This is an optimization exercise on Yosys and OpenROAD, whose aim is a short achievable clock period and few clock cycles, not a production implementation. Where RTL was checked, it was by simulation tests only, not by an equivalence proof against the original. Function not checked in runs 1, 5 and 6: the RTL went through the layout flow alone. No activity file was given, so power comes from the tool's default toggle rates.

### config.mk
export PLATFORM = sky130hd
export DESIGN_NAME = mips8_cpu
export DESIGN_NICKNAME = mips8_cpu
export VERILOG_FILES = /design/flow/design.v
export SDC_FILE = /design/flow/constraint.sdc
export NUM_CORES = 4
export LEC_CHECK = 0
export CAP_MARGIN = 20
export CORE_MARGIN = 2
export CORE_UTILIZATION = 40
export PLACE_DENSITY = 0.6
export SETUP_SLACK_MARGIN = 3
export SLEW_MARGIN = 20
### constraint.sdc
create_clock -name core_clock -period 5.0 [get_ports {clk}]
set_input_delay 1.0000 -clock core_clock [delete_from_list [all_inputs] [get_ports {clk}]]
set_output_delay 1.0000 -clock core_clock [all_outputs]
set_load 0.01 [all_outputs]
### design.v
module mips8_cpu(clk, rst, prog_len, imem_addr, imem_rdata, dmem_addr, dmem_rdata,
                 wb_en, wb_addr, wb_data, done, result);
   input clk;
   input rst;
   input [7:0] prog_len;
   output [7:0] imem_addr;
   input [31:0] imem_rdata;
   output [7:0] dmem_addr;
   input [7:0] dmem_rdata;
   output wb_en;
   output [4:0] wb_addr;
   output [7:0] wb_data;
   output done;
   output [7:0] result;
   localparam NB = 8;
   integer i, ia, ib;
   reg [7:0] len_r;
   always @(posedge clk) len_r <= prog_len;
   reg [7:0] rf [1:31];
   reg [7:0] A;
   reg [7:0] An;    
   reg       halted;
   reg       jrchk;
   reg [7:0] pcI;
   reg       vI;
   reg       predI;    
   reg [NB-1:0] idxI;
   reg       vD;
   reg [4:0] rsD, rtD, destD;
   reg [7:0] rsloD, rtloD;
   reg [63:0] csD, ctD;
   reg [7:0] immD, pcD, pc1D, tgtD;
   reg       adduD, sltD, jrD, beqD, bneD, jalD, lwD, addiuD, wenD, useRsD, useRtD;
   reg       pc1_geD;
   reg       sEs, sMs, sWs, sOs, sRs, sEt, sMt, sWt, sOt, sRt;
   reg       hzE, hzM;
   reg       predD;    
   reg       btbD;     
   reg [NB-1:0] idxD;
   reg       vE;
   reg [7:0] opA, opB, pcE, tgtE, next_eqE, next_neE;
   reg       redir_eqE, redir_neE, halt_eqE, halt_neE, tk_eqE, tk_neE;
   reg       sltE, jrE, brE, lwE, wenE;
   reg [4:0] destE;
   reg       predE;
   reg       btbE;
   reg [NB-1:0] idxE;
   reg       mV, mLoad;
   reg [4:0] mDest;
   reg [7:0] mRes;
   reg [7:0] dA;
   reg       wV, wLoad;
   reg [4:0] wDest;
   reg [7:0] wRes;
   reg       oV;
   reg [4:0] oDest;
   reg [7:0] oData;
   reg       done_r;
   reg [4:0] wbA;    
   reg [7:0] wbD;
   reg [7:0] res_r;    
   reg       bv [0:NB-1];
   reg [7:0] btag [0:NB-1];
   reg [7:0] btgt [0:NB-1];
   reg [2:0] brr;
   reg       uAlloc, uInval;
   reg [7:0] uPc, uTgt;
   reg [NB-1:0] uIdx;
   wire [7:0] sum = opA + opB;
   wire       lt  = $signed(opA) < $signed(opB);
   wire [7:0] resE = {sum[7:1] & {7{~sltE}}, sltE ? lt : sum[0]};
   wire       eq  = (opA == opB);
   wire       redirE = vE & (eq ? redir_eqE : redir_neE);
   wire       haltE  = vE & (eq ? halt_eqE : halt_neE);
   wire       takenE = eq ? tk_eqE : tk_neE;
   wire [7:0] wdata = wLoad ? dmem_rdata : wRes;
   wire skipM = mV & ~mLoad & ~wV;
   wire skipE = vE & wenE & ~lwE & ~mV & ~wV;
   function [7:0] rdrf;
      input [7:0] oh;
      input [63:0] c;
      integer k;
      begin
         rdrf = 8'd0;
         for (k = 0; k < 8; k = k + 1)
            rdrf = rdrf | (oh[k] ? c[8*k +: 8] : 8'd0);
      end
   endfunction
   function [63:0] cands;
      input [1:0] g;
      integer k;
      reg [4:0] r;
      begin
         for (k = 0; k < 8; k = k + 1) begin
            r = {g, k[2:0]};
            if (oV & (oDest == r))
               cands[8*k +: 8] = oData;
            else if (r == 5'd0)
               cands[8*k +: 8] = 8'd0;
            else
               cands[8*k +: 8] = rf[r];
         end
      end
   endfunction
   function [63:0] snoop;
      input [1:0] g;
      input [63:0] c;
      integer k;
      begin
         for (k = 0; k < 8; k = k + 1)
            snoop[8*k +: 8] = (oV & (oDest == {g, k[2:0]})) ? oData : c[8*k +: 8];
      end
   endfunction
   wire [7:0] rsv = ({8{sEs}} & resE) | ({8{sMs}} & mRes) | ({8{sWs}} & wdata)
                  | ({8{sOs}} & oData) | ({8{sRs}} & rdrf(rsloD, csD));
   wire [7:0] rtv = ({8{sEt}} & resE) | ({8{sMt}} & mRes) | ({8{sWt}} & wdata)
                  | ({8{sOt}} & oData) | ({8{sRt}} & rdrf(rtloD, ctD));
   wire stallD = vD & (hzE | hzM);
   wire replayD = stallD & vI;
   wire tgt_geD = (tgtD >= len_r);
   wire tk_eqD = jalD | beqD;
   wire tk_neD = jalD | bneD;
   wire redir_eqD = jrD | (tk_eqD ? (~predD | tgt_geD) : (predD | pc1_geD));
   wire redir_neD = jrD | (tk_neD ? (~predD | tgt_geD) : (predD | pc1_geD));
   wire halt_eqD = ~jrD & (tk_eqD ? tgt_geD : pc1_geD);
   wire halt_neD = ~jrD & (tk_neD ? tgt_geD : pc1_geD);
   wire [31:0] ins = imem_rdata;
   wire [5:0] opI = ins[31:26];
   wire [5:0] fnI = ins[5:0];
   wire rformI = (opI == 6'b000000);
   wire adduI  = rformI & (fnI == 6'b100001);
   wire sltI   = rformI & (fnI == 6'b101010);
   wire jrI    = rformI & (fnI == 6'b001000);
   wire beqI   = (opI == 6'b000100);
   wire bneI   = (opI == 6'b000101);
   wire jalI   = (opI == 6'b000011);
   wire lwI    = (opI == 6'b010111);
   wire addiuI = (opI == 6'b001001);
   wire [4:0] rsI = ins[25:21];
   wire [4:0] rtI = ins[20:16];
   wire [4:0] destI = (adduI | sltI) ? ins[15:11] : (jalI ? 5'd31 : rtI);
   wire wenI = ((adduI | sltI) & (ins[15:11] != 5'd0)) | jalI | ((lwI | addiuI) & (rtI != 5'd0));
   wire [7:0] pc1I = pcI + 8'd1;
   wire [7:0] tgtI = jalI ? ins[7:0] : (pcI + ins[7:0]);
   wire useRsI = 1'b1;
   wire useRtI = ~opI[5] & ~opI[4] & ~opI[3] & ~opI[1];
   wire mDs = vD & wenD & (destD == rsI);
   wire mEs = vE & wenE & (destE == rsI);
   wire mMs = mV & (mDest == rsI);
   wire mWs = wV & (wDest == rsI);
   wire mDt = vD & wenD & (destD == rtI);
   wire mEt = vE & wenE & (destE == rtI);
   wire mMt = mV & (mDest == rtI);
   wire mWt = wV & (wDest == rtI);
   wire fEs = mDs;
   wire fMs = ~mDs & mEs & ~skipE;
   wire fWs = ~mDs & ~mEs & mMs & ~skipM;
   wire fOs = ~mDs & ((mEs & skipE) | (~mEs & mMs & skipM) | (~mEs & ~mMs & mWs));
   wire fEt = mDt;
   wire fMt = ~mDt & mEt & ~skipE;
   wire fWt = ~mDt & ~mEt & mMt & ~skipM;
   wire fOt = ~mDt & ((mEt & skipE) | (~mEt & mMt & skipM) | (~mEt & ~mMt & mWt));
   wire hzEI = vD & wenD & lwD & ((useRsI & (destD == rsI)) | (useRtI & (destD == rtI)));
   wire hzMI = vE & wenE & lwE & ((useRsI & (destE == rsI)) | (useRtI & (destE == rtI)));
   reg [7:0] rsloI, rtloI;
   always @(*) begin
      for (ia = 0; ia < 8; ia = ia + 1) begin
         rsloI[ia] = (rsI[2:0] == ia);
         rtloI[ia] = (rtI[2:0] == ia);
      end
   end
   wire [7:0] Ai = ~An;
   wire [7:0] Aseq = Ai + 8'd1;
   reg [NB-1:0] ohN;
   reg [7:0] btN;
   always @(*) begin
      btN  = 8'd0;
      for (ib = 0; ib < NB; ib = ib + 1) begin
         ohN[ib] = bv[ib] && (btag[ib] == Ai);
         btN  = btN | (ohN[ib] ? btgt[ib] : 8'd0);
      end
   end
   reg       hitS, seqS;
   reg [NB-1:0] idxF;
   reg [7:0] btF;
   wire      hitF = hitS & seqS;
   wire haltF = jrchk;    
   localparam SP = 1;
   wire spOp = (opI == 6'b000011) | ((opI[5:1] == 5'b00010) & ins[7]);
   wire spI = (SP != 0) & vI & ~predI & ~stallD & spOp;
   wire [7:0] Abase = replayD ? pcI : (hitF ? btF : Aseq);
   wire [7:0] Xeq = (vE & redir_eqE) ? (jrE ? opA : next_eqE) : Abase;
   wire [7:0] Xne = (vE & redir_neE) ? (jrE ? opA : next_neE) : Abase;
   wire       selT = spI & ~(eq ? (vE & redir_eqE) : (vE & redir_neE));
   wire [7:0] Anext = selT ? tgtI : (eq ? Xeq : Xne);
   always @(posedge clk) begin
      A <= Anext;
      An <= ~Anext;
      pcI <= Ai;
      predI <= hitF;
      idxI <= idxF;
      hitS <= |ohN;
      idxF <= ohN;
      btF <= btN;
      if (~stallD) begin
         rsD <= rsI;
         rtD <= rtI;
         destD <= destI;
         rsloD <= rsloI;
         rtloD <= rtloI;
         csD <= cands(rsI[4:3]);
         ctD <= cands(rtI[4:3]);
         immD <= ins[7:0];
         pcD <= pcI;
         pc1D <= pc1I;
         tgtD <= tgtI;
         pc1_geD <= (pc1I >= len_r);
         adduD <= adduI;
         sltD <= sltI;
         jrD <= jrI;
         beqD <= beqI;
         bneD <= bneI;
         jalD <= jalI;
         lwD <= lwI;
         addiuD <= addiuI;
         wenD <= wenI;
         predD <= predI | spI;
         btbD <= predI;
         idxD <= idxI;
         useRsD <= useRsI;
         useRtD <= useRtI;
         sEs <= fEs;
         sMs <= fMs;
         sWs <= fWs;
         sOs <= fOs;
         sRs <= ~fEs & ~fMs & ~fWs & ~fOs;
         sEt <= fEt;
         sMt <= fMt;
         sWt <= fWt;
         sOt <= fOt;
         sRt <= ~fEt & ~fMt & ~fWt & ~fOt;
         hzE <= hzEI;
         hzM <= hzMI;
      end else begin
         sEs <= 1'b0; sMs <= sEs & ~skipE; sWs <= sMs & ~skipM;
         sOs <= (sEs & skipE) | (sMs & skipM) | sWs; sRs <= sRs | sOs;
         sEt <= 1'b0; sMt <= sEt & ~skipE; sWt <= sMt & ~skipM;
         sOt <= (sEt & skipE) | (sMt & skipM) | sWt; sRt <= sRt | sOt;
         hzE <= 1'b0;
         hzM <= hzE;
         csD <= snoop(rsD[4:3], csD);
         ctD <= snoop(rtD[4:3], ctD);
      end
      opA <= jalD ? pc1D : rsv;
      opB <= (addiuD | lwD) ? immD : (jalD ? 8'd0 : rtv);
      pcE <= pcD;
      tgtE <= tgtD;
      next_eqE <= tk_eqD ? tgtD : pc1D;
      next_neE <= tk_neD ? tgtD : pc1D;
      redir_eqE <= redir_eqD;
      redir_neE <= redir_neD;
      halt_eqE <= halt_eqD;
      halt_neE <= halt_neD;
      tk_eqE <= tk_eqD;
      tk_neE <= tk_neD;
      sltE <= sltD;
      jrE <= jrD;
      brE <= beqD | bneD | jalD;
      lwE <= lwD;
      wenE <= wenD;
      destE <= destD;
      predE <= predD;
      btbE <= btbD;
      idxE <= idxD;
      mLoad <= lwE;
      mDest <= destE;
      mRes <= resE;
      dA <= sum;
      wLoad <= mLoad;
      wDest <= mDest;
      wRes <= mRes;
      oDest <= wV ? wDest : (mV ? mDest : destE);
      oData <= (wV | mV) ? (wV ? wdata : mRes) : resE;
      wbA <= skipE ? destE : (wV ? wDest : (skipM ? mDest : 5'd0));
      wbD <= skipE ? resE : (wV ? wdata : (skipM ? mRes : 8'd0));
      uPc <= pcE;
      uTgt <= tgtE;
      uIdx <= idxE;
      if (uAlloc) begin
         btag[brr] <= uPc - 8'd1;
         btgt[brr] <= uTgt;
      end
      if (rst) begin
         halted <= 1'b0;
         jrchk <= 1'b0;
         vI <= 1'b0;
         vD <= 1'b0;
         vE <= 1'b0;
         mV <= 1'b0;
         wV <= 1'b0;
         oV <= 1'b0;
         done_r <= 1'b0;
         brr <= 3'd0;
         uAlloc <= 1'b0;
         uInval <= 1'b0;
         A <= 8'd0;
         An <= 8'hff;
         seqS <= 1'b0;
         for (i = 0; i < NB; i = i + 1) bv[i] <= 1'b0;
         for (i = 1; i < 32; i = i + 1) rf[i] <= 8'd0;
         res_r <= 8'd0;
      end else begin
         halted <= halted | haltE | haltF;
         seqS <= ~redirE & ~replayD & ~spI & ~hitF;
         jrchk <= vE & jrE & (opA >= len_r);
         vI <= ~halted & ~haltE & ~haltF & ~redirE & ~replayD & ~spI;
         if (redirE) vD <= 1'b0;
         else if (~stallD) vD <= vI;
         vE <= vD & ~stallD & ~redirE;
         mV <= vE & wenE & ~skipE;
         wV <= mV & ~skipM;
         oV <= wV | skipM | skipE;
         if (oV) rf[oDest] <= oData;
         res_r <= (oV & (oDest == 5'd2)) ? oData : rf[2];
         done_r <= (halted | haltE | haltF) & ~(vE & wenE) & ~mV & ~wV;
         uAlloc <= vE & brE & takenE & ~btbE;
         uInval <= vE & brE & ~takenE & btbE;
         if (uAlloc) begin
            bv[brr] <= 1'b1;
            brr <= brr + 3'd1;
         end else if (uInval) begin
            for (i = 0; i < NB; i = i + 1)
               if (uIdx[i]) bv[i] <= 1'b0;
         end
      end
   end
   assign imem_addr = A;
   assign dmem_addr = dA;
   assign wb_en = oV;
   assign wb_addr = wbA;
   assign wb_data = wbD;
   assign done = done_r;
   assign result = res_r;
endmodule
### run.sh
#!/bin/bash
# synth_recipe.tcl (not shown) runs the flow's synth.tcl, then flattens the netlist and writes it again
# the make line also repeats each setting of config.mk as NAME=value (left out here)
make -C /OpenROAD-flow-scripts/flow DESIGN_CONFIG=/design/flow/config.mk WORK_HOME=/design/flow/orfs CLKGATE_MAP_FILE= SYNTH_SCRIPT=/design/flow/synth_recipe.tcl finish
==> summary.md, run 1 <==
| Metric | Value |
|---|---|
| Final slew viol count | 0 |
| Initial antenna violation count | 1 |
| Worst-case hold slack | between 0.3 and 0.4 ns |
| First-pass GRT wire length | ~160000 µm |
| Global placer's final weighted congestion | around 0.95 |
| HPWL Detailed | about 73000 µm |
| Crit-path max FO | 3 |
| Crit path largest cell delay | 0.39 ns |
| Final setup fails | 0 |
| CP Launch Type | input pin |
| Layout cells sized above 1 | between 30% and 40% |
| Sequential-to-total area share from yosys stat | about three fifths |
| Status | finished clean |
| Fin crit share | between 40% and 50% |
| Critical Path AT | ~3 ns |
| Worst min-delay path startpoint | tgtE[3]$_DFF_P_ |
| Peak Freq | approximately 420 MHz |
| #FFs+latches synth | 840 |
| Synthesized instance count | between 2k and 3k |
| CP endpoint kind | flop |
| Area of the core | between 90000 and 100000 µm² |
| Slew HR | between 30% and 40% |
| Layout net count | ~3k |
| Final min period | approximately 2.4 ns |
| CTS sink cnt | 840 |
| Chip height | around 310 µm |
| Starting Density | about two fifths |
| Number of flops mapped to enable cells by yosys | 580 |
| Worst Path Required | 5.57 ns |
| Vias in the first global route | roughly 24k |
| CP Buf/Inv Count | 3 |
| Yosys warnings | 1 |
| Die area | between 90000 and 100000 µm² |
| Total GRT Usage | 23.0% |
| Cell area after synthesis | between 30000 and 40000 µm² |
| Crit path launch | imem_rdata[0] |
| Hold Violations, Final | 0 |
| Worst slack, placed | ~1.4 ns |
| Layout fillers | around 7.6k |
| Drt wl/cell | between 20 and 30 µm |
| Total gr overflow | 0 |
| CP cell instances | buf_6 > buf_6 > ha_4 > fa_2 > a211oi_2 > buf_4 > o21bai_1 > a21oi_2 > xnor2_1 > nand2_2 > a311o_1 |
| Largest net degree at the start of global routing | 59 |
| # IOs | between 80 and 90 |
| Critical path type | in2reg |
| Slew at the pin with the worst max-slew slack | 0.973 ns |
| Die width | between 300 and 400 µm |
| Most frequent cells in the layout | edfxtp_1, and2_1, dfxtp_1, buf_4 |
| Via count | 24.3k |
| Antenna Diode Count | 0 |
| Clk pin slew, worst setup/hold paths | approximately 0.070 ns |
| PortBufs | 85 |
| Worst R2R Start | vD$_SDFFE_PP0N_ |
| Pleak | roughly 0.017 µW |
| Final setup skew | 0.0327 ns |
| Via density | approximately 5.8 |
| Setup slack after layout | ~2.6 ns |
| Clk Tree Root Cell | clkbuf_16 |
| DRC | 0 |
| DRT Wirelength | approximately 110000 µm |
| PwrDens | 382 nW/µm² |
| CTS Buffer Depth | 3 |
| Synth Area per Inst | roughly 14 µm² |
| Hold Crit Class | reg2reg |
| Syn nets | 2815 |
| Area grow syn2layout | 23.5% |
| Cell variety after synth | 89 |
| Maxcap violations | 0 |
| Slowest CP cell | fa_2 |
| Fraction of registers with async set/reset | 0% |
| Maximum vdd drop | 0.000230 V |
| DR iter-0 viols | 2356 |
| RSZ-0062 raised after global routing | true |
| CTS tree | yes |
| Cell row count | around 110 |
| CP delay by family, top | compound AO/OA/AOI/OAI gates |
| Most common cell after layout, fill and taps aside | edfxtp_1 |
| Most frequent CP cell | buf_6 |
| Setup TNS Final | 0 ns |
| H-tree depth | 3 |
| Synth Flop Type | edfxtp_1 |
| Cts bufs inserted | 90 |
| Initial DRT Pass Iterations | 7 |
| Post-DRT Antenna Nets | 0 |
| Clock insertion delay at the later pin of the skew report | between 0.6 and 0.7 ns |
[layer usage]
| layer | up-vias | track usage, % | wire length [µm] |
|---|---|---|---|
| li1 | 10569 | - | - |
| met1 | 12468 | 31.6 | 47300 |
| met2 | 1043 | 37.6 | 53400 |
| met3 | 189 | 3.54 | 8350 |
| met4 | 0 | 6.99 | 3320 |
| met5 | - | 0 | 0 |
[state kept, by name, summed over array words and instances (netlist names), 64 cells and up]
signal / flops
btag: 64
btgt: 64
csD: 64
ctD: 64
rf: 248
[worst reg2reg max path: stages, from the launching register on]
cell and delay, ns:
dfxtp_1 0.42, o21a_2 0.25, buf_8 0.41, nand2_2 0.32
nand2_1 0.12, a21oi_1 0.06, o311a_1 0.38, a311o_1 0.28
[metrics by stage]
| stage | cell area (µm²) | power [µW] | utilization (%) | cells |
|---|---|---|---|---|
| detailed placement | 39500 | 10300 | 43.2 | 3848 |
| global route | 45600 | 17900 | 49.8 | 4154 |
| floorplan | 37900 | 9370 | - | 2713 |
| finish | 45600 | 17400 | 49.8 | 4154 |
| global placement | 39500 | 10200 | 43.1 | 3847 |
| CTS | 44600 | 17300 | 48.7 | 4108 |
[cells in the mapped netlist (15+ instances only)]
cell type  number  share of area [%]
xnor2_1        43                1.0
a221o_1        17               0.46
nand3_1        39               0.53
mux4_2        112                6.8
a21o_1         19               0.39
o21ai_0       104                1.4
ha_1           50                1.7
buf_1          22               0.22
nand4_1        32               0.54
inv_1          59               0.60
and3_1         15               0.25
nor4_1         18               0.31
nor2b_1        15               0.25
xor2_1         96                2.3
a21oi_1        63               0.85
nor3_1         27               0.37
mux2i_1        18               0.49
nor2_1        121                1.2
and2_1        251                4.3
edfxtp_1      580                 47
mux2_2        151                4.6
dfxtp_1       260                 14
a221oi_1       19               0.45
clkbuf_1      118                1.2
buf_2          29               0.39
a22oi_1        98                2.0
nand2_1       127                1.3
[repair_timing]
item / 4_1_cts / 5_1_grt
cloned: 2 / 3
hold endpoints to repair: 0 / 0
resized for setup: 552 / 124
setup endpoints to repair: 979 / 399
pin swaps: 66 / 72
hold buffers: 0 / 0
buffers inserted: 92 / 43
[cell families (layout without fill, tap and decap cells)]
| family | count (synthesis) | in the layout | share of synthesized area, % |
|---|---|---|---|
| AOI/OAI and AO/OA | 435 | 435 | 8.22 |
| xor gates and xnor gates | 139 | 139 | 3.30 |
| adders and majority gates | 52 | 52 | 1.80 |
| buffers and inverters | 235 | 490 | 2.52 |
| DFF | 840 | 840 | 61.3 |
| muxes | 283 | 283 | 12.0 |
| and+or+nand+nor | 729 | 729 | 10.9 |
[path summary, 6_finish.rpt]
check                     end  slack [ns]  depth (start not counted)
max reg2reg  An[6]$_SDFF_PP1_        2.64                          7
max          An[6]$_SDFF_PP1_        2.61                         11
min           uTgt[3]$_DFF_P_        0.31                          0
min reg2reg   uTgt[3]$_DFF_P_        0.31                          0
[final cells by class]
type	instances	area, µm²	share of cell area [%]
multi-input combinational	1638	15500	33.9
timing repair buffer	259	2630	5.78
timing repair inverter	1	6.26	0.0137
tap	1186	1480	3.26
sequential	840	22700	49.9
clock inverter	43	444	0.974
inverter	64	273	0.598
clock buffer	123	2540	5.58
[power breakdown]
| part | switching (µW) | internal [µW] | total [µW] |
|---|---|---|---|
| Clock | 2820 | 3940 | 6760 |
| Combinational | 1380 | 939 | 2320 |
| Sequential | 452 | 7890 | 8340 |
==> inputs of run 2 (changes only) <==
--- a/design.v
+++ b/design.v
@@ -185,14 +185,15 @@
    reg [7:0] btF;
    wire      hitF = hitS & seqS;
    wire haltF = jrchk;    
-   localparam SP = 1;
+   localparam SP = 0;
    wire spOp = (opI == 6'b000011) | ((opI[5:1] == 5'b00010) & ins[7]);
    wire spI = (SP != 0) & vI & ~predI & ~stallD & spOp;
    wire [7:0] Abase = replayD ? pcI : (hitF ? btF : Aseq);
-   wire [7:0] Xeq = (vE & redir_eqE) ? (jrE ? opA : next_eqE) : Abase;
-   wire [7:0] Xne = (vE & redir_neE) ? (jrE ? opA : next_neE) : Abase;
-   wire       selT = spI & ~(eq ? (vE & redir_eqE) : (vE & redir_neE));
-   wire [7:0] Anext = selT ? tgtI : (eq ? Xeq : Xne);
+   wire       spSel = spI & ~replayD;
+   wire [7:0] Apred = spSel ? tgtI : Abase;
+   wire [7:0] Xeq = (vE & redir_eqE) ? (jrE ? opA : next_eqE) : Apred;
+   wire [7:0] Xne = (vE & redir_neE) ? (jrE ? opA : next_neE) : Apred;
+   wire [7:0] Anext = eq ? Xeq : Xne;
    always @(posedge clk) begin
       A <= Anext;
       An <= ~Anext;
--- a/config.mk
+++ b/config.mk
@@ -8,6 +8,8 @@
 export CAP_MARGIN = 20
 export CORE_MARGIN = 2
 export CORE_UTILIZATION = 40
+export CTS_CLUSTER_DIAMETER = 60
+export CTS_CLUSTER_SIZE = 30
 export PLACE_DENSITY = 0.6
 export SETUP_SLACK_MARGIN = 3
 export SLEW_MARGIN = 20
==> run 2 against run 1 <==
Still clean. Sequential power shrank 1%. Sequential share of layout area is essentially flat. Worst hold slack gained 0.0078 ns. Area after synthesis grew 1.4%. Total power shrank 4.3%. Core utilization shrank 0.73 points. Critical endpoint is now wb_en. Largest power group unchanged.
==> summary.md, run 2 <==
| Metric | Value |
|---|---|
| Cell row count | 112 |
| Drt wl/cell | approximately 27 µm |
| Sequential-to-total area share from yosys stat | between 60% and 70% |
| Critical path depth | 1 |
| Crit-path max FO | 2 |
| Setup slack after layout | between 2 and 3 ns |
| Status | finished clean |
| Largest net degree at the start of global routing | 52 |
| Most frequent cells after synthesis | edfxtp_1, dfxtp_1, and2_1, mux2_2, nor2_1 |
| Fin crit share | a little over two fifths |
| DRT Wirelength | roughly 110000 µm |
| Cell with the most instances after synthesis | edfxtp_1 |
| Chip height | ~310 µm |
| Die width | 310 µm |
| Worst R2R Start | opB[4]$_DFF_P_ |
| Most frequent cells in the layout | edfxtp_1, and2_1, dfxtp_1, buf_4, mux4_2 |
| CP Buf/Inv Count | 1 |
| Maximum vdd drop | 0.000274 V |
| Met2 Use GR | 38.8% |
| Critical Path AT | around 1.2 ns |
| Die area | 96000 µm² |
| Pleak | ~0.017 µW |
| PwrDens | 365 nW/µm² |
| Worst Path Required | approximately 4.0 ns |
| Maxcap violations | 0 |
| Cts bufs inserted | ~70 |
| Total GRT Usage | 23.0% |
| Critical path type | reg2out |
| Largest Register | rf |
| DRC | 0 |
| Setup TNS Final | 0 ns |
| Most common cell after layout, fill and taps aside | edfxtp_1 |
| Synth Area per Inst | 13.5 µm² |
| Worst slack, placed | between 1.5 and 2 ns |
| CTS Buffer Depth | 3 |
| First-pass GRT wire length | ~160000 µm |
| RSZ-0062 raised after global routing | true |
| #FFs+latches synth | ~840 |
| CP delay by family, top | flip-flops |
| Initial DRT Pass Iterations | 6 |
| Critical path destination | wb_en |
| Final slew viol count | 0 |
| Via density | 5.73 |
| Clock insertion delay at the later pin of the skew report | about 0.64 ns |
| Antenna Diode Count | 0 |
| Synthesized instance count | 2768 |
| CP endpoint kind | primary output |
| Yosys warnings | 1 |
| Vias in the first global route | roughly 24k |
| DR iter-0 viols | ~2.5k |
| Number of flops mapped to enable cells by yosys | 579 |
| Initial antenna violation count | 7 |
| CP Launch Type | flop |
| Layout cells sized above 1 | between 30 and 40% |
| Final setup fails | 0 |
| Grt met3 use | about 4.1% |
| Syn nets | approximately 2.9k |
| Total gr overflow | 0 |
| CP cell instances | buf_6 |
| Synth area leaders | edfxtp_1, dfxtp_1, mux4_2 |
| Area grow syn2layout | 22.0% |
| Cell variety after synth | 91 |
| PortBufs | 85 |
| Post-synth top area cell | edfxtp_1 |
| Clk pin slew, worst setup/hold paths | roughly 0.09 ns |
| Max reg flops | 248 |
| R2R setup slack | between 2 and 3 ns |
| Final min period | 2.15 ns |
| Crit path largest cell delay | approximately 0.4 ns |
| Slew at the pin with the worst max-slew slack | around 1.1 ns |
| Crit path launch | oV$_SDFF_PP0_ |
| Area of the core | slightly above 90000 µm² |
| Layout net count | ~3k |
| Grt peak-use layer | met2 |
| Final setup skew | just over 0.02 ns |
| Starting Density | just over 40% |
| Via count | between 20k and 25k |
| Peak Freq | 464 MHz |
| # IOs | 89 |
| Hold Crit Class | reg2reg |
| RR Endpoint | vI$_SDFF_PP0_ |
| Slew HR | about a quarter |
| CTS tree | yes |
| Post-DRT Antenna Nets | 0 |
| Hold Violations, Final | 0 |
| Clk Tree Root Cell | clkbuf_16 |
| HPWL Detailed | between 70000 and 80000 µm |
| Global placer's final weighted congestion | 0.931 |
| R2r worst-path depth | 7 |
| CTS sink cnt | about 840 |
| Post-CTS Hold Buffers | 0 |
| H-tree depth | 3 |
| Fraction of registers with async set/reset | 0% |
| GR Util met1 | 29.9% |
| Synth Flop Type | edfxtp_1 |
| Cell area after synthesis | roughly 37000 µm² |
| Slowest CP cell | dfxtp_4 |
| Synth top area share | between 40% and 50% |
==> run 2: worst min-delay path by stage <==
stage | from | slack (ns) | cells after the start | endpoint
floorplan | idxF[0]$_DFF_P_ | 0.31 | 0 | idxI[0]$_DFF_P_
global placement | idxE[6]$_DFF_P_ | 0.31 | 0 | uIdx[6]$_DFF_P_
detailed placement | pcE[6]$_DFF_P_ | 0.31 | 0 | uPc[6]$_DFF_P_
CTS | pcE[4]$_DFF_P_ | 0.32 | 0 | uPc[4]$_DFF_P_
global route | pcE[3]$_DFF_P_ | 0.33 | 0 | uPc[3]$_DFF_P_
finish | tgtE[1]$_DFF_P_ | 0.32 | 0 | uTgt[1]$_DFF_P_
==> run 2: kinds of logic (layout without fill, tap and decap cells) <==
family / count (synthesis) / after routing / synth area share, %
flops: 839 / 839 / 60.4
simple gates: 777 / 777 / 11.8
compound gates: 423 / 424 / 8.19
mux: 284 / 284 / 11.8
buf+inv: 258 / 480 / 2.87
xor+xnor: 135 / 135 / 3.16
fa+ha+maj: 52 / 52 / 1.78
==> run 2: through the flow <==
step | hold slack (ns) | std cells | util [%] | instance area [µm²] | power [µW]
2_1_floorplan | 0.310 | 2768 | - | 38300 | 9410
3_3_place_gp | 0.311 | 3960 | 42.9 | 39900 | 10300
3_5_place_dp | 0.312 | 3960 | 42.9 | 39900 | 10400
4_1_cts | 0.323 | 4191 | 47.6 | 44300 | 16600
5_1_grt | 0.328 | 4245 | 49.1 | 45700 | 17200
6_report | 0.322 | 4245 | 49.1 | 45700 | 16700
==> run 2: cell type report <==
class	count	area, µm²
Fill cell	7988	47400
Sequential cell	839	22800
Multi-Input combinational cell	1672	15700
Timing Repair Buffer	269	2870
Clock buffer	79	1860
Tap cell	1254	1570
Clock inverter	54	627
Inverter	78	304
==> run 2: layer usage <==
metal  up-vias  wire, µm
met3       241      7820
li1      10736         -
met1     12381     46000
met4        10      4450
met5         -        56
met2       946     55600
==> run 2: power breakdown <==
group          switching, µW  internal, µW
sequential               366          7880
clock                   2940          2980
combinational           1500           989
==> run 2: timing repair <==
action                      CTS  global route
buffers inserted             94            46
cloned                        4             8
setup endpoints to repair  1013           430
pin swaps                    71            87
gates resized for setup     531           173
Testbench counts of run 2, summed over its fixed seeds: cycles 29,145.
==> inputs of run 3 (changes only) <==
--- a/config.mk
+++ b/config.mk
@@ -7,9 +7,7 @@
 export LEC_CHECK = 0
 export CAP_MARGIN = 20
 export CORE_MARGIN = 2
-export CORE_UTILIZATION = 40
-export CTS_CLUSTER_DIAMETER = 60
-export CTS_CLUSTER_SIZE = 30
-export PLACE_DENSITY = 0.6
+export CORE_UTILIZATION = 60
+export PLACE_DENSITY = 0.75
 export SETUP_SLACK_MARGIN = 3
 export SLEW_MARGIN = 20
==> run 3 against run 2 <==
Non-clock buffer count is 14 lower. Highest routed layer unchanged. Critical path type unchanged. Sequential share of layout area grew 0.67 points. Setup slack gained 0.011 ns.
==> summary.md, run 3 <==
| Metric | Value |
|---|---|
| Total gr overflow | 0 |
| Most frequent cells after synthesis | edfxtp_1, dfxtp_1, and2_1, mux2_2, nor2_1 |
| Global placer's final weighted congestion | between 0.9 and 1 |
| Maxcap violations | 0 |
| Post-synth top area cell | edfxtp_1 |
| Syn nets | between 2k and 3k |
| CTS tree | yes |
| Largest Register | rf |
| CTS sink cnt | approximately 840 |
| CP cell instances | buf_6 |
| Initial DRT Pass Iterations | 9 |
| # IOs | just under 90 |
| Synth Area per Inst | about 14 µm² |
| Fin crit share | 42.8% |
| Crit path largest cell delay | approximately 0.39 ns |
| Worst Path Required | about 4.0 ns |
| Max reg flops | 248 |
| CP delay by family, top | flip-flops |
| Vias in the first global route | ~25k |
| Drt wl/cell | approximately 28 µm |
| DRC | 0 |
| Yosys warnings | 1 |
| Synth Flop Type | edfxtp_1 |
| Synth top area share | a little under half |
| CTS Buffer Depth | 3 |
| Post-CTS Hold Buffers | 0 |
| Final slew viol count | 0 |
| Cts bufs inserted | 84 |
| Setup TNS Final | 0 ns |
| Final setup skew | 0.0233 ns |
| Synthesized instance count | 2768 |
| Total GRT Usage | about a third |
| Crit-path max FO | 2 |
| Fraction of registers with async set/reset | 0% |
| Cell with the most instances after synthesis | edfxtp_1 |
| Sequential-to-total area share from yosys stat | around three fifths |
| Number of flops mapped to enable cells by yosys | between 500 and 600 |
| Most common cell after layout, fill and taps aside | edfxtp_1 |
| First-pass GRT wire length | roughly 150000 µm |
| DRT Wirelength | 106000 µm |
| PortBufs | 85 |
| CP Buf/Inv Count | 1 |
| Die width | between 200 and 300 µm |
| Area of the core | about 62000 µm² |
| CP Launch Type | flop |
| Slew at the pin with the worst max-slew slack | about 1.2 ns |
| PwrDens | between 300 and 400 nW/µm² |
| Maximum vdd drop | approximately 0.00038 V |
| Pleak | about 0.017 µW |
| Largest net degree at the start of global routing | 65 |
| Final min period | approximately 2.1 ns |
| Critical path type | reg2out |
| Clk Tree Root Cell | clkbuf_16 |
| Synth area leaders | edfxtp_1, dfxtp_1, mux4_2 |
| Hold Violations, Final | 0 |
| Slowest CP cell | dfxtp_4 |
| Antenna Diode Count | 0 |
| Peak Freq | around 470 MHz |
| Total power | approximately 17000 µW |
| Worst slack, placed | roughly 1.7 ns |
| Status | finished clean |
| Clock insertion delay at the later pin of the skew report | around 0.65 ns |
| Via count | roughly 25k |
| Post-DRT Antenna Nets | 0 |
| Chip height | between 200 and 300 µm |
| RSZ-0062 raised after global routing | true |
| Layout net count | ~3k |
| Die area | 64400 µm² |
| Slew HR | about 22% |
| Setup slack after layout | about 2.9 ns |
| Clk pin slew, worst setup/hold paths | roughly 0.070 ns |
| Via density | ~6.5 |
| Cell row count | 91 |
| DR iter-0 viols | 2912 |
| HPWL Detailed | about 67000 µm |
| Final setup fails | 0 |
| Layout cells sized above 1 | about a third |
| Starting Density | between 60% and 70% |
| Initial antenna violation count | 3 |
| #FFs+latches synth | 839 |
| Area grow syn2layout | 20.3% |
| H-tree depth | 3 |
| CP endpoint kind | primary output |
| Most frequent cells in the layout | edfxtp_1, and2_1, dfxtp_1, buf_4, mux4_2 |
| Cell variety after synth | 91 |
| Hold Crit Class | reg2reg |
| Core Util, Final | 73.0% |
| Cell area after synthesis | approximately 37000 µm² |
| Critical Path AT | 1.14 ns |
## run 3: cell counts after synthesis
Identical to the previous run, type by type.
## run 3: logic make-up (layout without fill, tap and decap cells)
| family | after synthesis | in the layout | share of synthesized area, % |
|---|---|---|---|
| flip-flops | 839 | 839 | 60.4 |
| AND/OR/NAND/NOR | 777 | 777 | 11.8 |
| AO/OA/AOI/OAI | 423 | 425 | 8.19 |
| multiplexers | 284 | 284 | 11.8 |
| buffers and inverters | 258 | 489 | 2.87 |
| XOR/XNOR | 135 | 135 | 3.16 |
| adder cells (fa/ha/maj) | 52 | 52 | 1.78 |
## run 3: per-stage QoR
step	hold WS, ns	area (µm²)	std cells
after floorplan	0.310	38300	2768
after global placement	0.310	39400	3537
after detailed placement	0.312	39400	3537
after CTS	0.326	44000	3799
after global routing	0.330	45000	3838
final	0.325	45000	3838
## run 3: report_power, final
| group | switching (µW) | leakage, µW | total (µW) | internal [µW] |
|---|---|---|---|---|
| clock network | 2720 | 0.00139 | 6370 | 3650 |
| logic | 1370 | 0.00726 | 2320 | 951 |
| registers | 503 | 0.00818 | 8400 | 7900 |
## run 3: timing repair
action | 4_1_cts | 5_1_grt
pin swaps | 70 | 78
setup endpoints to repair | 998 | 423
hold endpoints to repair | 0 | 0
buffers inserted | 100 | 37
gates cloned | 6 | 2
gates resized for setup | 448 | 173
## run 3: per-layer routing
metal  part of all wire, %  track usage, %
met1                    37            41.3
met2                    49            53.0
met3                   8.3            6.08
met4                   5.6            17.1
met5                 0.034               0
## run 3: layout make-up
| cell class | instances | area, µm² |
|---|---|---|
| Clock buffer | 128 | 2540 |
| Inverter | 78 | 305 |
| Fill cell | 3776 | 16700 |
| Multi-Input combinational cell | 1673 | 15600 |
| Clock inverter | 28 | 273 |
| Timing Repair Buffer | 255 | 2540 |
| Tap cell | 837 | 1050 |
| Sequential cell | 839 | 22700 |
## run 3: path summary, 6_finish.rpt
path | startpoint | endpoint | slack, ns | cells after the start
max | oV$_SDFF_PP0_ | wb_en | 2.86 | 1
min | pcE[7]$_DFF_P_ | uPc[7]$_DFF_P_ | 0.33 | 0
min reg2reg | pcE[7]$_DFF_P_ | uPc[7]$_DFF_P_ | 0.33 | 0
max reg2reg | opB[5]$_DFF_P_ | done_r$_SDFF_PP0_ | 2.86 | 9
==> inputs of run 4 (changes only) <==
--- a/config.mk
+++ b/config.mk
@@ -7,7 +7,7 @@
 export LEC_CHECK = 0
 export CAP_MARGIN = 20
 export CORE_MARGIN = 2
-export CORE_UTILIZATION = 60
-export PLACE_DENSITY = 0.75
+export CORE_UTILIZATION = 40
+export PLACE_DENSITY = 0.6
 export SETUP_SLACK_MARGIN = 3
 export SLEW_MARGIN = 20
==> run 4 against run 3 <==
Area after synthesis unchanged. Total power rose by 1.5%. Critical path type unchanged. Global-route usage shrank 9.4 points. Highest routed layer unchanged.
==> summary.md, run 4 <==
| Metric | Value |
|---|---|
| Core Util, Final | between 40% and 50% |
| Slew at the pin with the worst max-slew slack | 1.06 ns |
| Total GRT Usage | roughly 23% |
| Crit-path max FO | 1 |
| First-pass GRT wire length | approximately 160000 µm |
| Setup TNS Final | 0 ns |
| Via density | ~5.7 |
| Post-synth top area cell | edfxtp_1 |
| Status | finished clean |
| Synth top area share | a little under half |
| Final setup skew | between 0.03 and 0.04 ns |
| Die width | just over 300 µm |
| PortBufs | 85 |
| CP endpoint kind | primary output |
| CP Launch Type | flop |
| Largest net degree at the start of global routing | 52 |
| Clk pin slew, worst setup/hold paths | ~0.060 ns |
| Worst R2R Start | opB[4]$_DFF_P_ |
| Number of flops mapped to enable cells by yosys | 579 |
| Starting Density | between 40% and 50% |
| Maxcap violations | 0 |
| Layout cells sized above 1 | about a third |
| DRT Wirelength | roughly 110000 µm |
| CTS sink cnt | roughly 840 |
| CP delay by family, top | flip-flops |
| Final slew viol count | 0 |
| Clock insertion delay at the later pin of the skew report | roughly 0.67 ns |
| Hold Violations, Final | 0 |
| Critical Path AT | between 1 and 1.5 ns |
| Largest Register | rf |
| Most frequent cells in the layout | edfxtp_1, and2_1, dfxtp_1, buf_4, mux4_2 |
| Pleak | 0.0170 µW |
| Worst Path Required | around 4 ns |
| Yosys warnings | 1 |
| R2R setup slack | around 2.9 ns |
| Most frequent cells after synthesis | edfxtp_1, dfxtp_1, and2_1, mux2_2, nor2_1 |
| Most common cell after layout, fill and taps aside | edfxtp_1 |
| Worst min-delay path startpoint | tgtE[1]$_DFF_P_ |
| Worst hold path cell count | 0 |
| Die area | about 96000 µm² |
| Max reg flops | 248 |
| DR iter-0 viols | about 2.8k |
| PwrDens | between 300 and 400 nW/µm² |
| Cell area after synthesis | 37400 µm² |
| CP cell instances | buf_6 |
| R2r worst-path depth | 8 |
| CTS tree | yes |
| CP Buf/Inv Count | 1 |
| RR Endpoint | An[6]$_SDFF_PP1_ |
| HPWL Detailed | between 70000 and 80000 µm |
| Synth area leaders | edfxtp_1, dfxtp_1, mux4_2 |
| Synthesized instance count | ~2.8k |
| Sequential-to-total area share from yosys stat | 60.4% |
| Area grow syn2layout | 22.9% |
| Slew HR | between 20% and 30% |
| Total gr overflow | 0 |
| Clk Tree Root Cell | clkbuf_16 |
| Antenna Diode Count | 0 |
| Initial antenna violation count | 6 |
| Cell variety after synth | between 90 and 100 |
| Hold Path End | uTgt[1]$_DFF_P_ |
| Maximum vdd drop | 0.000263 V |
| #FFs+latches synth | 839 |
| Post-DRT Antenna Nets | 0 |
| Synth Area per Inst | approximately 14 µm² |
| Syn nets | ~2.9k |
| Total power | approximately 17000 µW |
| Final min period | 2.16 ns |
| Fraction of registers with async set/reset | 0% |
| Fin crit share | between 40% and 50% |
| Post-CTS Hold Buffers | 0 |
| Layout net count | ~3k |
| Cts bufs inserted | 91 |
| RSZ-0062 raised after global routing | true |
| Drt wl/cell | around 27 µm |
| Chip height | slightly above 300 µm |
| CTS Buffer Depth | 3 |
| Global placer's final weighted congestion | 0.931 |
| Layout fillers | 7957 |
| Cell with the most instances after synthesis | edfxtp_1 |
| Finished Layout Cells | about 4.3k |
| DRC | 0 |
| Cell row count | ~110 |
| Area of the core | roughly 93000 µm² |
| Crit path largest cell delay | around 0.36 ns |
| # IOs | 89 |
| Placed Cells incl. Taps | just under 4k |
| H-tree depth | 3 |
| Peak Freq | 464 MHz |
| Slowest CP cell | dfxtp_4 |
| Hold Crit Class | reg2reg |
| Synth Flop Type | edfxtp_1 |
| Final setup fails | 0 |
| Via count | between 20k and 25k |
| Initial DRT Pass Iterations | 7 |
| Critical path type | reg2out |
| Worst-case hold slack | 0.304 ns |
| Vias in the first global route | roughly 24k |
==> run 4: cell counts after synthesis <==
No cell type changed its count.
==> run 4: per-layer routing <==
metal | global-route usage, % | share of wire, % | vias to the layer above
met2 | 38.4 | 49 | 1005
met5 | 0 | 0.032 | -
met4 | 8.26 | 3.7 | 6
met3 | 4.00 | 7.2 | 226
met1 | 30.1 | 40 | 12372
li1 | - | - | 10776
==> run 4: cell families (layout without fill, tap and decap cells) <==
logic type / count (synthesis) / count (layout) / synth area share, %
buffers and inverters: 258 / 512 / 2.87
DFF: 839 / 839 / 60.4
xor gates and xnor gates: 135 / 135 / 3.16
adders and majority gates: 52 / 52 / 1.78
and+or+nand+nor: 777 / 777 / 11.8
AOI/OAI and AO/OA: 423 / 424 / 8.19
muxes: 284 / 284 / 11.8
==> run 4: stage by stage <==
step / setup WS [ns] / instance area [µm²]
floorplan: 2.54 / 38300
global placement: 1.58 / 39900
detailed placement: 1.56 / 39900
CTS: 2.80 / 44700
global route: 2.81 / 46000
finish: 2.84 / 46000
==> run 4: worst max-delay path by stage <==
stage                          start                endpoint  slack [ns]  depth (start not counted)
global route           oV$_SDFF_PP0_                   wb_en        2.81                          1
finish               A[2]$_SDFF_PP0_            imem_addr[2]        2.84                          1
detailed placement    imem_rdata[18]             sWt$_DFF_P_        1.56                          6
global placement                 rst  rf[5][5]$_SDFFCE_PN0P_        1.58                          5
floorplan             imem_rdata[25]       csD[48]$_DFFE_PP_        2.54                          6
CTS                 oDest[4]$_DFF_P_       csD[31]$_DFFE_PP_        2.80                          3
==> run 4: worst register-to-register path: stages (launching register included) <==
cell and delay [ns]:
dfxtp_2 0.33, inv_2 0.04, ha_4 0.29, nand4_1 0.16, buf_4 0.19, nor2_4 0.22, mux2_4 0.33, o211a_1 0.19
a211o_1 0.25
==> run 4: area by class of cell <==
type	count	area [µm²]	share of cell area (%)
well taps	1254	1570	3.41
repair buffers	263	2780	6.04
flip-flops and latches	839	22800	49.5
inverters	78	309	0.672
clock inverters	51	454	0.987
multi-input cells	1672	15600	33.9
clock buffers	119	2490	5.42
repair inverters	1	8.76	0.0190
==> run 4: power by group <==
part | switching (µW) | internal, µW | total [µW]
registers | 365 | 7890 | 8260
logic | 1490 | 956 | 2440
clock network | 2840 | 3800 | 6640
==> run 4: repair_timing <==
item                                    in CTS  in global routing
gates cloned                                 3                  8
gates resized for setup                    521                170
pin swaps                                   80                 90
endpoints found under the setup margin    1007                457
setup buffers                               97                 39
==> inputs of run 5 (changes only) <==
--- a/design.v
+++ b/design.v
@@ -66,7 +66,10 @@
    reg       uAlloc, uInval;
    reg [7:0] uPc, uTgt;
    reg [NB-1:0] uIdx;
-   wire [7:0] sum = opA + opB;
+   wire [4:0] sLo  = {1'b0, opA[3:0]} + {1'b0, opB[3:0]};
+   wire [3:0] sHi0 = opA[7:4] + opB[7:4];
+   wire [3:0] sHi1 = opA[7:4] + opB[7:4] + 4'd1;
+   wire [7:0] sum = {sLo[4] ? sHi1 : sHi0, sLo[3:0]};
    wire       lt  = $signed(opA) < $signed(opB);
    wire [7:0] resE = {sum[7:1] & {7{~sltE}}, sltE ? lt : sum[0]};
    wire       eq  = (opA == opB);
==> run 5 against run 4 <==
Sequential share of layout area increased by 0.39 points. Sequential power increased by 1%. Cell count decreased by 2.6%. Clock skew about the same. Total power increased by 1.3%. Count of clock-buffer cells in the layout decreased by 5. Worst hold slack got worse by 0.00064 ns. Fmax decreased by 6.6%. Via count decreased by 2.4%. Area after synthesis decreased by 1.3%. First-iteration DRC count decreased by 19%. Critical path type is now reg2reg.
==> summary.md, run 5 <==
| Metric | Value |
|---|---|
| Final slew viol count | 0 |
| Via density | approximately 5.7 |
| Cell row count | around 110 |
| Vias in the first global route | about 24k |
| Maxcap violations | 0 |
| Cts bufs inserted | roughly 90 |
| Fin crit share | between 40 and 50% |
| Layout cells sized above 1 | roughly a third |
| Yosys warnings | 1 |
| Post-synth top area cell | edfxtp_1 |
| Max reg flops | ~250 |
| Setup TNS Final | 0 ns |
| Synth Area per Inst | approximately 14 µm² |
| Clock insertion delay at the later pin of the skew report | between 0.6 and 0.7 ns |
| CTS sink cnt | 839 |
| Chip height | between 300 and 400 µm |
| Sequential-to-total area share from yosys stat | ~61% |
| Largest net degree at the start of global routing | 56 |
| Pleak | ~0.017 µW |
| Global placer's final weighted congestion | between 0.9 and 1 |
| Slew at the pin with the worst max-slew slack | about 0.86 ns |
| Hold Violations, Final | 0 |
| First-pass GRT wire length | ~160000 µm |
| Crit-path max FO | 4 |
| Clk pin slew, worst setup/hold paths | roughly 0.060 ns |
| Die area | between 90000 and 100000 µm² |
| Drt wl/cell | around 26 µm |
| Via count | 23.8k |
| Initial antenna violation count | 3 |
| Starting Density | 40.4% |
| #FFs+latches synth | roughly 840 |
| HPWL Detailed | slightly above 70000 µm |
| Area of the core | roughly 92000 µm² |
| Area grow syn2layout | 23.3% |
| H-tree depth | 3 |
| Synth top area share | 47.1% |
| Largest Register | rf |
| CTS Buffer Depth | 3 |
| Critical Path AT | approximately 2.8 ns |
| Most frequent cells in the layout | edfxtp_1, and2_1, dfxtp_1, buf_4, nand2_1 |
| Core Util, Final | 49.8% |
| PwrDens | about 390 nW/µm² |
| Final setup skew | 0.0371 ns |
| Die width | between 300 and 400 µm |
| DR iter-0 viols | 2275 |
| Post-CTS Hold Buffers | 0 |
| Number of flops mapped to enable cells by yosys | between 500 and 600 |
| Critical path type | reg2reg |
| Total GRT Usage | around 23% |
| Layout net count | between 3k and 4k |
| Clk Tree Root Cell | clkbuf_16 |
| Status | finished clean |
| Total gr overflow | 0 |
| Most frequent cells after synthesis | edfxtp_1, dfxtp_1, and2_1, mux2_2, nand2_1 |
| Antenna Diode Count | 0 |
| CP Launch Type | flop |
| Synth Flop Type | edfxtp_1 |
| Initial DRT Pass Iterations | 6 |
| DRT Wirelength | around 110000 µm |
| Final setup fails | 0 |
| Final min period | roughly 2.3 ns |
| RSZ-0062 raised after global routing | true |
| Synth area leaders | edfxtp_1, dfxtp_1, mux4_2 |
| Cell with the most instances after synthesis | edfxtp_1 |
| CTS tree | yes |
| Syn nets | between 2k and 3k |
| # IOs | 89 |
| DRC | 0 |
| Cell area after synthesis | approximately 37000 µm² |
| Fraction of registers with async set/reset | 0% |
| Post-DRT Antenna Nets | 0 |
| Cell variety after synth | 81 |
| Hold Crit Class | reg2reg |
| Maximum vdd drop | between 0.0002 and 0.0003 V |
| Slew HR | 42.5% |
| Worst Path Required | 5.52 ns |
| Synthesized instance count | about 2.7k |
| CP endpoint kind | flop |
| Peak Freq | between 400 and 500 MHz |
| PortBufs | 85 |
| Most common cell after layout, fill and taps aside | edfxtp_1 |
-- run 5: report_power, final --
group	total, µW	internal, µW	switching, µW
clock network	6910	4100	2810
logic	2290	909	1380
registers	8370	7900	472
-- run 5: repair_timing --
action,in CTS,in global routing
gates resized for setup,536,124
setup endpoints to repair,995,442
pin swaps,65,70
setup buffers,92,75
gates cloned,1,2
-- run 5: metrics by stage --
| stage | total power (µW) | instance area [µm²] | hold slack [ns] | cells | worst slack [ns] |
|---|---|---|---|---|---|
| 6_report | 17600 | 45600 | 0.303 | 4165 | 2.69 |
| 5_1_grt | 18100 | 45600 | 0.315 | 4165 | 2.61 |
| 4_1_cts | 17500 | 44500 | 0.300 | 4088 | 2.69 |
| 3_5_place_dp | 10300 | 39300 | 0.312 | 3832 | 1.53 |
| 3_3_place_gp | 10300 | 39300 | 0.311 | 3831 | 1.53 |
| 2_1_floorplan | 9380 | 37700 | 0.310 | 2704 | 2.37 |
-- run 5: area by class of cell --
| cell class | count | area (µm²) |
|---|---|---|
| inverters | 70 | 275 |
| clock inverters | 49 | 499 |
| well taps | 1186 | 1480 |
| multi-input cells | 1623 | 15300 |
| repair buffers | 284 | 2750 |
| clock buffers | 114 | 2570 |
| flip-flops and latches | 839 | 22700 |
| fillers | 7639 | 46000 |
-- run 5: worst paths after layout --
check / start / end / slack, ns / depth (start not counted)
worst max-delay path: opA[4]$_DFF_P_ / wbD[7]$_DFF_P_ / 2.69 / 8
worst max register to register: opA[4]$_DFF_P_ / wbD[7]$_DFF_P_ / 2.69 / 8
worst min-delay path: idxE[6]$_DFF_P_ / uIdx[6]$_DFF_P_ / 0.30 / 0
worst min register to register: idxE[6]$_DFF_P_ / uIdx[6]$_DFF_P_ / 0.30 / 0
-- run 5: logic make-up (layout without fill, tap and decap cells) --
kind of cell / count (synthesis) / count (layout) / share of synthesized area (%)
simple gates: 746 / 746 / 11.2
fa+ha+maj: 54 / 54 / 1.89
buf+inv: 244 / 517 / 2.75
mux: 277 / 277 / 11.8
xor+xnor: 142 / 142 / 3.40
flops: 839 / 839 / 61.2
compound gates: 402 / 404 / 7.79
-- run 5: critical path, cell delays in order, from the launching register on --
cell and delay, ns:
dfxtp_4 0.36, ha_4 0.16, fa_2 0.37, xor2_2 0.18, a2111oi_2 0.31, xnor3_2 0.31, nor2_4 0.08, a222oi_1 0.30
inv_1 0.08
-- run 5: routing by layer --
layer  wire (µm)  part of all wire, %  track usage [%]
met5          13                0.012                0
met3        8880                  8.2             3.79
met4        2450                  2.3             5.88
met2       51100                   47             36.3
met1       46300                   43             31.8
==> inputs of run 6 (changes only) <==
--- a/design.v
+++ b/design.v
@@ -32,6 +32,7 @@
    reg [7:0] immD, pcD, pc1D, tgtD;
    reg       adduD, sltD, jrD, beqD, bneD, jalD, lwD, addiuD, wenD, useRsD, useRtD;
    reg       pc1_geD;
+   reg       rtZD;    
    reg       sEs, sMs, sWs, sOs, sRs, sEt, sMt, sWt, sOt, sRt;
    reg       hzE, hzM;
    reg       predD;    
@@ -66,10 +67,7 @@
    reg       uAlloc, uInval;
    reg [7:0] uPc, uTgt;
    reg [NB-1:0] uIdx;
-   wire [4:0] sLo  = {1'b0, opA[3:0]} + {1'b0, opB[3:0]};
-   wire [3:0] sHi0 = opA[7:4] + opB[7:4];
-   wire [3:0] sHi1 = opA[7:4] + opB[7:4] + 4'd1;
-   wire [7:0] sum = {sLo[4] ? sHi1 : sHi0, sLo[3:0]};
+   wire [7:0] sum = opA + opB;
    wire       lt  = $signed(opA) < $signed(opB);
    wire [7:0] resE = {sum[7:1] & {7{~sltE}}, sltE ? lt : sum[0]};
    wire       eq  = (opA == opB);
@@ -127,6 +125,14 @@
    wire redir_neD = jrD | (tk_neD ? (~predD | tgt_geD) : (predD | pc1_geD));
    wire halt_eqD = ~jrD & (tk_eqD ? tgt_geD : pc1_geD);
    wire halt_neD = ~jrD & (tk_neD ? tgt_geD : pc1_geD);
+   wire [7:0] zc = {opA[6:0] | opB[6:0], 1'b0};
+   wire       zE = &(~(opA ^ opB ^ zc));
+   wire       erD = vD & ~stallD & (beqD | bneD) & rtZD & sEs & ~sltE;
+   wire       rdZ = erD & (beqD != predD) & (beqD ? ~tgt_geD : ~pc1_geD);
+   wire       rdN = erD & (bneD != predD) & (bneD ? ~tgt_geD : ~pc1_geD);
+   wire [7:0] dtZ = beqD ? tgtD : pc1D;
+   wire [7:0] dtN = bneD ? tgtD : pc1D;
+   wire       redirD = zE ? rdZ : rdN;
    wire [31:0] ins = imem_rdata;
    wire [5:0] opI = ins[31:26];
    wire [5:0] fnI = ins[5:0];
@@ -194,8 +200,11 @@
    wire [7:0] Abase = replayD ? pcI : (hitF ? btF : Aseq);
    wire       spSel = spI & ~replayD;
    wire [7:0] Apred = spSel ? tgtI : Abase;
-   wire [7:0] Xeq = (vE & redir_eqE) ? (jrE ? opA : next_eqE) : Apred;
-   wire [7:0] Xne = (vE & redir_neE) ? (jrE ? opA : next_neE) : Apred;
+   wire [7:0] Pz = rdZ ? dtZ : Apred;
+   wire [7:0] Pn = rdN ? dtN : Apred;
+   wire [7:0] P  = zE ? Pz : Pn;
+   wire [7:0] Xeq = (vE & redir_eqE) ? (jrE ? opA : next_eqE) : P;
+   wire [7:0] Xne = (vE & redir_neE) ? (jrE ? opA : next_neE) : P;
    wire [7:0] Anext = eq ? Xeq : Xne;
    always @(posedge clk) begin
       A <= Anext;
@@ -209,6 +218,7 @@
       if (~stallD) begin
          rsD <= rsI;
          rtD <= rtI;
+         rtZD <= (rtI == 5'd0);
          destD <= destI;
          rsloD <= rsloI;
          rtloD <= rtloI;
@@ -261,8 +271,8 @@
       tgtE <= tgtD;
       next_eqE <= tk_eqD ? tgtD : pc1D;
       next_neE <= tk_neD ? tgtD : pc1D;
-      redir_eqE <= redir_eqD;
-      redir_neE <= redir_neD;
+      redir_eqE <= erD ? halt_eqD : redir_eqD;
+      redir_neE <= erD ? halt_neD : redir_neD;
       halt_eqE <= halt_eqD;
       halt_neE <= halt_neD;
       tk_eqE <= tk_eqD;
@@ -315,11 +325,11 @@
          res_r <= 8'd0;
       end else begin
          halted <= halted | haltE | haltF;
-         seqS <= ~redirE & ~replayD & ~spI & ~hitF;
+         seqS <= ~redirE & ~redirD & ~replayD & ~spI & ~hitF;
          jrchk <= vE & jrE & (opA >= len_r);
-         vI <= ~halted & ~haltE & ~haltF & ~redirE & ~replayD & ~spI;
+         vI <= ~halted & ~haltE & ~haltF & ~redirE & ~redirD & ~replayD & ~spI;
          if (redirE) vD <= 1'b0;
-         else if (~stallD) vD <= vI;
+         else if (~stallD) vD <= vI & ~redirD;
          vE <= vD & ~stallD & ~redirE;
          mV <= vE & wenE & ~skipE;
          wV <= mV & ~skipM;
==> run 6 against run 5 <==
Combinational power is 8.7% higher. Die area is 0.25% higher. Register-to-register slack lost 0.51 ns. Sequential power increased by 2%. Non-clock buffer count is 10 lower. Clock skew shrank 0.011 ns. Still clean on timing, DRC and antenna. Sequential share of layout area fell by 0.26 points.
==> summary.md, run 6 <==
| Metric | Value |
|---|---|
| Worst R2R Start | tgtD[0]$_DFFE_PN_ |
| Max reg flops | between 200 and 250 |
| Total power | around 18000 µW |
| Worst min-delay path startpoint | pcE[3]$_DFF_P_ |
| Most common cell after layout, fill and taps aside | edfxtp_1 |
| Critical Path AT | 3.34 ns |
| Antenna Diode Count | 0 |
| Hold Crit Class | reg2reg |
| Pleak | ~0.017 µW |
| Global placer's final weighted congestion | between 0.9 and 1 |
| Final min period | around 2.8 ns |
| PortBufs | 85 |
| Final slew viol count | 0 |
| Peak Freq | around 350 MHz |
| Cell variety after synth | 76 |
| Via count | around 24k |
| Hold Violations, Final | 0 |
| Syn nets | 2837 |
| HPWL Detailed | about 74000 µm |
| Area of the core | 91700 µm² |
| DRT Wirelength | about 110000 µm |
| Setup TNS Final | 0 ns |
| Die width | 308 µm |
| RR Endpoint | An[6]$_SDFF_PP1_ |
| Final setup skew | 0.0259 ns |
| Most frequent cells after synthesis | edfxtp_1, dfxtp_1, and2_1, mux2_2, clkbuf_1 |
| Clk pin slew, worst setup/hold paths | approximately 0.06 ns |
| Starting Density | around two fifths |
| Maxcap violations | 0 |
| Synth area leaders | edfxtp_1, dfxtp_1, mux4_2 |
| Total GRT Usage | 23.2% |
| Largest Register | rf |
| # IOs | 89 |
| Largest net degree at the start of global routing | 51 |
| H-tree depth | 3 |
| PwrDens | between 300 and 400 nW/µm² |
| CTS Buffer Depth | 3 |
| Slew HR | between 30% and 40% |
| CP Launch Type | flop |
| Hold Path End | uPc[3]$_DFF_P_ |
| Placed Cells incl. Taps | around 3.9k |
| Post-synth top area cell | edfxtp_1 |
| Synth top area share | between 40% and 50% |
| Clock insertion delay at the later pin of the skew report | ~0.67 ns |
| DR iter-0 viols | around 2.4k |
| Final setup fails | 0 |
| Most frequent cells in the layout | edfxtp_1, and2_1, dfxtp_1, buf_4, mux4_2 |
| Via density | between 5 and 6 |
| Crit path launch | tgtD[0]$_DFFE_PN_ |
| Drt wl/cell | 26.7 µm |
| CP endpoint kind | flop |
| Fin crit share | a little under three fifths |
| Sequential-to-total area share from yosys stat | between 60 and 70% |
| Critical path type | reg2reg |
| Area grow syn2layout | 24.0% |
| Post-DRT Antenna Nets | 0 |
| Die area | approximately 95000 µm² |
| DRC | 0 |
| Finished Layout Cells | 4183 |
| Synth Area per Inst | between 10 and 15 µm² |
| Layout net count | 3031 |
| Cell row count | between 100 and 150 |
| Maximum vdd drop | between 0.0003 and 0.0004 V |
| Worst hold path cell count | 0 |
| Initial antenna violation count | 3 |
| Cell with the most instances after synthesis | edfxtp_1 |
| Number of flops mapped to enable cells by yosys | 580 |
| Worst Path Required | between 5 and 6 ns |
| R2r worst-path depth | 12 |
| #FFs+latches synth | 840 |
| Post-CTS Hold Buffers | 0 |
| Crit-path max FO | 6 |
| CTS tree | yes |
| Vias in the first global route | approximately 24k |
| First-pass GRT wire length | between 150000 and 200000 µm |
| Synthesized instance count | roughly 2.7k |
| Chip height | just over 300 µm |
| Layout cells sized above 1 | 34.1% |
| Slew at the pin with the worst max-slew slack | ~1.0 ns |
| Layout fillers | 7634 |
| Fraction of registers with async set/reset | 0% |
| RSZ-0062 raised after global routing | true |
| R2R setup slack | roughly 2.2 ns |
| Status | finished clean |
| Initial DRT Pass Iterations | 6 |
| Cell area after synthesis | between 30000 and 40000 µm² |
| Total gr overflow | 0 |
| CTS sink cnt | between 800 and 900 |
| Synth Flop Type | edfxtp_1 |
| Yosys warnings | 1 |
| Clk Tree Root Cell | clkbuf_16 |
| Cts bufs inserted | 89 |
[run 6: cell count changes in the layout (fill, tap and decap cells not counted), sizes merged, moves of 15 or more]
cell,before,now
nand2,127,107
buf,249,232
xor2,100,75
xnor2,41,79
nor2b,19,34
nor2,108,126
[run 6: per-stage QoR]
step	setup WS, ns	hold slack [ns]	cell area (µm²)	util [%]
after floorplan	2.32	0.310	38100	-
after global placement	1.50	0.311	39800	43.4
after CTS	2.20	0.322	44800	48.8
after detailed placement	1.52	0.312	39800	43.4
after global routing	2.18	0.326	45900	50.1
final	2.18	0.319	45900	50.1
[run 6: worst max-delay path: stages, from the launching register on]
cell and delay, ns:
edfxtp_1 0.50, inv_2 0.14, ha_4 0.20, nand2b_4 0.14, a2111oi_4 0.43, o31a_1 0.30
o211ai_4 0.11, buf_12 0.15, buf_4 0.13, buf_6 0.12, nand2_8 0.07, o21ai_2 0.07
a211o_1 0.32
[run 6: cell families (layout without fill, tap and decap cells)]
kind of cell,after synthesis,in the layout,synth area share (%)
AOI/OAI and AO/OA,417,418,7.87
and+or+nand+nor,744,744,11.1
xor gates and xnor gates,154,154,3.64
buffers and inverters,242,510,2.60
muxes,272,272,11.6
adders and majority gates,59,59,2.03
DFF,840,840,61.1
[run 6: timing repair]
action,in CTS,in global routing
cloned,7,4
pin swaps,84,74
resized for setup,533,157
buffers inserted,88,58
endpoints found under the setup margin,969,414
[run 6: where the power goes]
group          switching [µW]  leakage (µW)  internal [µW]
logic                    1410       0.00743           1080
clock network            2830       0.00145           3770
registers                 554       0.00820           7960
[run 6: routing by layer]
layer  GRT usage [%]  share of wire [%]  up-vias
li1                -                  -    10599
met1            29.9                 40    12172
met2            39.0                 49     1006
met3            3.43                6.3      248
met4            9.71                4.5        0
met5               0                  0        -
[run 6: how the worst max path moves through the flow]
stage,slack (ns),to,depth (start not counted)
CTS,2.20,A[0]$_SDFF_PP0_,12
global placement,1.50,tgtD[7]$_DFFE_PN_,10
finish,2.18,An[6]$_SDFF_PP1_,12
detailed placement,1.52,tgtD[7]$_DFFE_PN_,10
global route,2.18,A[1]$_SDFF_PP0_,13
floorplan,2.32,csD[24]$_DFFE_PP_,6
[run 6: area by class of cell]
class,count,area [µm²],area share (%)
clock buffers,122,2570,5.59
clock inverters,44,358,0.779
inverters,70,290,0.632
multi-input cells,1647,15400,33.6
flip-flops and latches,840,22800,49.6
well taps,1186,1480,3.23
repair buffers,274,2980,6.50

==> what the ideal ports hide <==
How much do the figures lean on ideal ports? The routed layouts below were timed once more, with nothing changed but the port constraints.
Step 1 assumes that a clkbuf_16 drives the clock port and a buf_2 every other input.
Step 2 also shifts input and output timing later by t, the mid clock arrival at the registers, as if the neighbouring blocks saw the same clock.
Slacks: ideal ports / drivers / drivers and shift; pairs: ideal ports / drivers.
| run | shift t [ns] | setup WS [ns] | latest minus earliest clock arrival (ns) | pins driven straight from the clock port |
|---|---|---|---|---|
| run 1 | 0.728 | 2.609 / 2.606 / 1.878 | 0.042 / 0.043 | 1 |
| run 2 | 0.702 | 2.846 / 2.781 / 2.341 | 0.027 / 0.027 | 1 |
| run 3 | 0.706 | 2.858 / 2.792 / 2.204 | 0.026 / 0.026 | 1 |
| run 4 | 0.718 | 2.844 / 2.778 / 2.300 | 0.040 / 0.039 | 1 |
| run 5 | 0.723 | 2.693 / 2.693 / 2.153 | 0.039 / 0.038 | 1 |
| run 6 | 0.724 | 2.179 / 2.179 / 2.072 | 0.030 / 0.031 | 1 |
After both steps setup and hold are still met in every run listed. For run 1, which loses most, drivers alone change the setup slack by -0.003 ns; drivers and shift together by -0.731 ns.
